This is an optimization exercise on Yosys and OpenROAD, whose aim is small area and a short achievable clock period, not a production implementation.
No functional check of the RTL was part of any run shown here.
Power is estimated from default activity; no workload was simulated.

==> flow/design.v, too long to show whole: its modules and the start of the top module <==
// module int_alu: 41 lines
// module mul_s1: 1841 lines
// module mul_s2: 99 lines
// module vi_exe: 125 lines
module vi_exe(
input		clk_i,
input		rsn_i,
input		kill_i,
input	[31:0]	instr_i,
input	[31:0]	pc_i,
input	[31:0]	data_a_i,
input	[31:0]	data_b_i,
input	[4:0]	write_addr_i,
input		int_write_enable_i,
output	[31:0]	exe_result_o,
output		exe_illegal_o,
output	[4:0]	mult_wr_en_o,
output	[24:0]	mult_addr_o,
output	[31:0]	mult5_data_o,
output	[31:0]	mult5_instr_o,
output	[31:0]	mult5_pc_o);
  // ...
==> flow/run.sh <==
#!/bin/bash
# synth_recipe.tcl (not shown) runs the flow's synth.tcl, then flattens the netlist and writes it again
# the make line also repeats each setting of config.mk as NAME=value (left out here)
make -C /OpenROAD-flow-scripts/flow DESIGN_CONFIG=/design/flow/config.mk WORK_HOME=/design/flow/orfs CLKGATE_MAP_FILE= SYNTH_SCRIPT=/design/flow/synth_recipe.tcl finish
==> flow/config.mk <==
export PLATFORM = sky130hd
export DESIGN_NAME = vi_exe
export DESIGN_NICKNAME = vi_exe
export VERILOG_FILES = /design/flow/design.v
export SDC_FILE = /design/flow/constraint.sdc
export NUM_CORES = 4
export LEC_CHECK = 0
export CAP_MARGIN = 20
export CORE_MARGIN = 2
export CORE_UTILIZATION = 40
export SLEW_MARGIN = 20
==> flow/constraint.sdc <==
create_clock -name core_clock -period 10.0 [get_ports {clk_i}]
set_input_delay 2.0000 -clock core_clock [delete_from_list [all_inputs] [get_ports {clk_i}]]
set_output_delay 2.0000 -clock core_clock [all_outputs]
set_load 0.01 [all_outputs]
==> results.yml, run 1 <==
routing:
  wire_per_inst_um: 22.9
  wl_met2_um: 50100
  first_pass_iters: 9
  wl_met1_um: 43500
  drc: 0
  top_layer: "met5"
  vias_per_cell: 5.14
clocking:
  cts_tree: "done"
  cts_sinks: 711
  cts.path.max_buffers: 3
  clkLatencyLatePin_ns: 0.67
pwr:
  powerClk_mw: 2.81
  largestPowerGroup: "combinational logic"
  leakage_nw: 18.2
floorplan:
  nWellTaps: 1165
  start_util_pct: 40.3
setup_path:
  rr_worst_depth: 16
  crit_required_ns: 10.47
  critPathCaptureType: "register"
  cp_slowest_stage_delay_ns: 0.69
  cp-endpoint: "exe_result[28]"
  r2r_slack_ns: 5.06
layout:
  seq_area_um2: 14200
  layout-drive-gt1-share_pct: 7.21
  final_cells: 4733
  final_cell_mix: "698 x dfxtp_1, 432 x and2_1, 408 x fa_1"
  multiInputGateArea_um2: 19400
  final_common_cell: "dfxtp_1"
  nonClockInverterCount: 328
  final_util_pct: 47.8
  nFlopsAndLatches: 711
  stdcell_area_um2: 42200
  fillers: 8145
yosys:
  synthesis.area_um2: 35600
  synth_flop_cell: "dfxtp_1"
  yosysMostFrequentCell: "dfxtp_1"
grt:
  grt_max_degree: 84
placed_design:
  io_buffers: 295
  post-dp-hpwl_um: 78400
timing:
  finalSetupViolCount: 0
  post-route-period-util_pct: 49.4
  timing_hold_violations_final: 0
  timing.setup.tns_ns: 0
run:
  maxCapViolCount: 0
run_status:
  outcome: "timing/DRC/antenna clean"
==> run 2, diff against run 1 <==
==> flow/flow/run.sh (new file) <==
#!/bin/bash
set -euo pipefail
export SETUP_SLACK_MARGIN=6.5
export BUFFER_PORTS_ARGS="-buffer_cell sky130_fd_sc_hd__buf_2"
bash standard.sh > standard.log 2>&1
==> flow/standard.sh (new file) <==
#!/bin/bash
# synth_recipe.tcl (not shown) runs the flow's synth.tcl, then flattens the netlist and writes it again
# the make line also repeats each setting of config.mk as NAME=value (left out here)
make -C /OpenROAD-flow-scripts/flow DESIGN_CONFIG=/design/flow/config.mk WORK_HOME=/design/flow/orfs CLKGATE_MAP_FILE= SYNTH_SCRIPT=/design/flow/synth_recipe.tcl "${@:-finish}"
removed: flow/run.sh
==> run 2 against run 1 <==
  * Sequential power about the same
  * Clock-buffer cell count rose by 4
  * Flip-flop and latch count unchanged
  * Worst setup slack better by 0.38 ns
  * Cell count rose by 3.3%
  * Synthesized area unchanged
  * Core utilization grew 2.6 points
  * Largest cell class unchanged
==> results.yml, run 2 <==
run_status:
  outcome: "timing/DRC/antenna clean"
setup_path:
  path_cells: "buf_12, and2_4, fa_1, fa_1, fa_1, fa_1, fa_1, inv_1, fa_2, xnor2_2, xnor2_1, xnor2_1, xnor2_1, xnor2_1, xnor2_1"
  rr_worst_depth: 15
  critical-path-top-delay-family: "adder cells"
  critPathCaptureType: "register"
  crit_required_ns: 10.52
  cp_slowest_stage_delay_ns: 0.58
  r2r_slack_ns: 5.44
  path_max_fanout: 3
  r2r_start: "exe_read_data_a[2]"
  critPathSlowestCell: "fa_1"
  timing.rr.end: "mult1_rb_n[59]"
  worst_setup_path_start_kind: "register"
  crit_buf_inv: 2
  arrival_ns: 5.08
  worstSetupStartpoint: "exe_read_data_a[2]"
  crit_type: "reg -> reg"
pwr:
  power_frac_clock_pct: 27.2
  swShare_pct: 34.9
  p_int_mw: 6.77
  power_switching_mw: 3.62
  leakage_nw: 19.8
  p_per_area_nw_per_um2: 233
  ir_drop_v: 0.000157
  p_seq_share_pct: 32.9
  p_comb_share_pct: 39.9
floorplan:
  start_util_pct: 40.3
  die_area_um2: 91500
  design.core.area_um2: 88400
  num_io_pins: 296
  num_rows: 109
  fp.dieW_um: 302
  die_y_um: 302
yosys:
  yosysMostFrequentCell: "dfxtp_1"
  synth_flop_cell: "dfxtp_1"
  synth_edf_count: 0
  ys_seq_elements: 711
  synth_nets: 3935
  async_flop_share_pct: 0
  synth_area_leaders: "dfxtp_1 40%, fa_1 23%, and2_1 7.6%"
  synth_cells: 3283
  synth_top_area_share_pct: 39.9
  synthTopCellsByCount: "711 x dfxtp_1, 432 x and2_1, 408 x fa_1"
  ys_types: 72
  avgSynthCellArea_um2: 10.9
  seq_area_frac_synth_pct: 39.9
  synth-warning-count: 1
  synthesis.area_um2: 35600
  synth_top_area_cell: "dfxtp_1"
timing:
  grt_setup_unrepaired: "true"
  worst_slack_ns: 5.44
  period_needed_ns: 4.56
  worst_slew_pin_slew_ns: 1.06
  timing.setup.tns_ns: 0
  worst_slew_margin_rel_pct: 29.4
  finalSetupViolCount: 0
  post-route-period-util_pct: 45.6
  timing_hold_violations_final: 0
  finalClockSkew_ns: 0.0358
  finalMaxSlewViolations: 0
  fmax_mhz: 219
layout:
  syn2layout_area_growth_pct: 25.1
  nets: 4309
  final_cell_mix: "651 x dfxtp_1, 384 x and2_1, 326 x fa_1"
  largest_reg_flops: 61
  layout-drive-gt1-share_pct: 28.0
  top_register: "mult1_rb_n"
  final_common_cell: "dfxtp_1"
  stdcell_area_um2: 44600
clocking:
  cts.htree.levels: 3
  clkLatencyLatePin_ns: 0.66
  cts_sinks: 711
  numCtsBuffers: 73
  hold_buffers: 0
  cts_root_buf: "clkbuf_16"
  path_clk_slew_ns: 0.07
  cts_tree: "done"
  cts.path.max_buffers: 3
placed_design:
  routabilityCongestion: 0.979
  place_ws_ns: 5.00
  post_dp_cell_area_um2: 38500
  io_buffers: 295
  post-dp-hpwl_um: 76500
grt:
  grt_pass1_vias: 26100
  antenna_found_initial: 13
  grt_usage_pct: 25.8
  globalRouteOverflowTotal: 0
  grt_max_degree: 84
  grt_pass1_wl_um: 171000
min_path:
  hold_depth: 0
  hp-start: "mult1_pc[22]"
  hp-class: "reg -> reg"
  hold-path-endpoint: "mult2_pc[22]"
routing:
  drt_iter0_markers: 2727
  drc: 0
  antenna_left: 0
  routed-via-count: 25800
  routed_wl_um: 117000
  wire_per_inst_um: 24.0
  vias_per_cell: 5.27
  first_pass_iters: 9
run:
  maxCapViolCount: 0
[run 2: cell families (layout without fill, tap and decap cells)]
family / count (synthesis) / in the layout / synth area share, %
AND/OR/NAND/NOR: 927 / 930 / 14.1
flip-flops: 711 / 711 / 39.9
buffers and inverters: 526 / 957 / 5.68
adder cells (fa/ha/maj): 515 / 515 / 26.7
AO/OA/AOI/OAI: 377 / 377 / 7.09
XOR/XNOR: 153 / 153 / 3.76
multiplexers: 74 / 74 / 2.75
other: 0 / 8 / 0
[run 2: how the worst max path moves through the flow]
stage	endpoint	depth (start not counted)
2_1_floorplan	mult1_rb_n[59]	18
3_3_place_gp	mult1_rb_n[59]	15
3_5_place_dp	mult1_rb_n[59]	15
4_1_cts	mult1_rb_n[59]	15
5_1_grt	mult1_rb_n[59]	17
6_report	mult1_rb_n[59]	15
[run 2: through the flow]
stage,std cells,total power [mW],utilization (%),hold WS (ns)
2_1_floorplan,3283,6.26,-,0.310
3_3_place_gp,4588,7.33,43.6,0.310
3_5_place_dp,4588,7.38,43.6,0.312
4_1_cts,4843,10.4,49.6,0.302
5_1_grt,4884,11.2,50.4,0.315
6_report,4890,10.4,50.4,0.300
[run 2: final cells by class]
cell class              instances  area [µm²]
diodes                          8        20.0
clock buffers                 101        2100
clock inverters                34         452
fillers                      7938       43800
inverters                     328        1240
multi-input cells            2049       20700
flip-flops and latches        711       14400
well taps                    1165        1460
repair buffers                493        4210
repair inverters                1        5.00
[run 2: what timing repair did]
action                                  4_1_cts  5_1_grt
pin swaps                                   143      106
resized for setup                           348      105
setup buffers                                95       37
endpoints found under the setup margin       70       68
cloned                                       25        2
[run 2: per-layer routing]
layer | share of wire (%) | vias to the layer above | GRT usage (%) | wire length, µm
met5 | 0.025 | - | 0 | 29
met1 | 39 | 12800 | 33.3 | 45800
li1 | - | 11200 | - | -
met2 | 45 | 1432 | 40.1 | 52300
met3 | 10 | 355 | 6.13 | 12200
met4 | 5.9 | 4 | 13.9 | 6960
[run 2: power groups by stage]
stage | logic, mW | clock network, mW | registers (mW)
5_1_grt | 4.71 | 3.01 | 3.45
4_1_cts | 4.10 | 2.90 | 3.42
6_report | 4.14 | 2.83 | 3.42
3_5_place_dp | 3.88 | 0 | 3.50
3_3_place_gp | 3.83 | 0 | 3.49
2_1_floorplan | 2.85 | 0 | 3.41

separate check: timing with driven ports:
How much do the figures lean on ideal ports? The routed layouts below were timed once more, with nothing changed but the port constraints.
Step 1, drivers: a clkbuf_16 drives clk_i and a buf_2 each remaining input, both assumed.
Step 2 moves the port delays by t, midway between the first and last clock arrival at a register: inputs arrive t later, outputs are due t later. That takes back most of the time a late clock gives input paths.
a / b / c = no drivers / after step 1 / after step 2; a / b = the first two.
run	shift t [ns]	setup slack, ns	slew at the worst register clock pin (ns)
run 1	0.697	5.062 / 5.062 / 5.062	0.07 / 0.07
run 2	0.714	5.437 / 5.437 / 5.437	0.07 / 0.07
After both steps setup and hold are still met in every run listed.
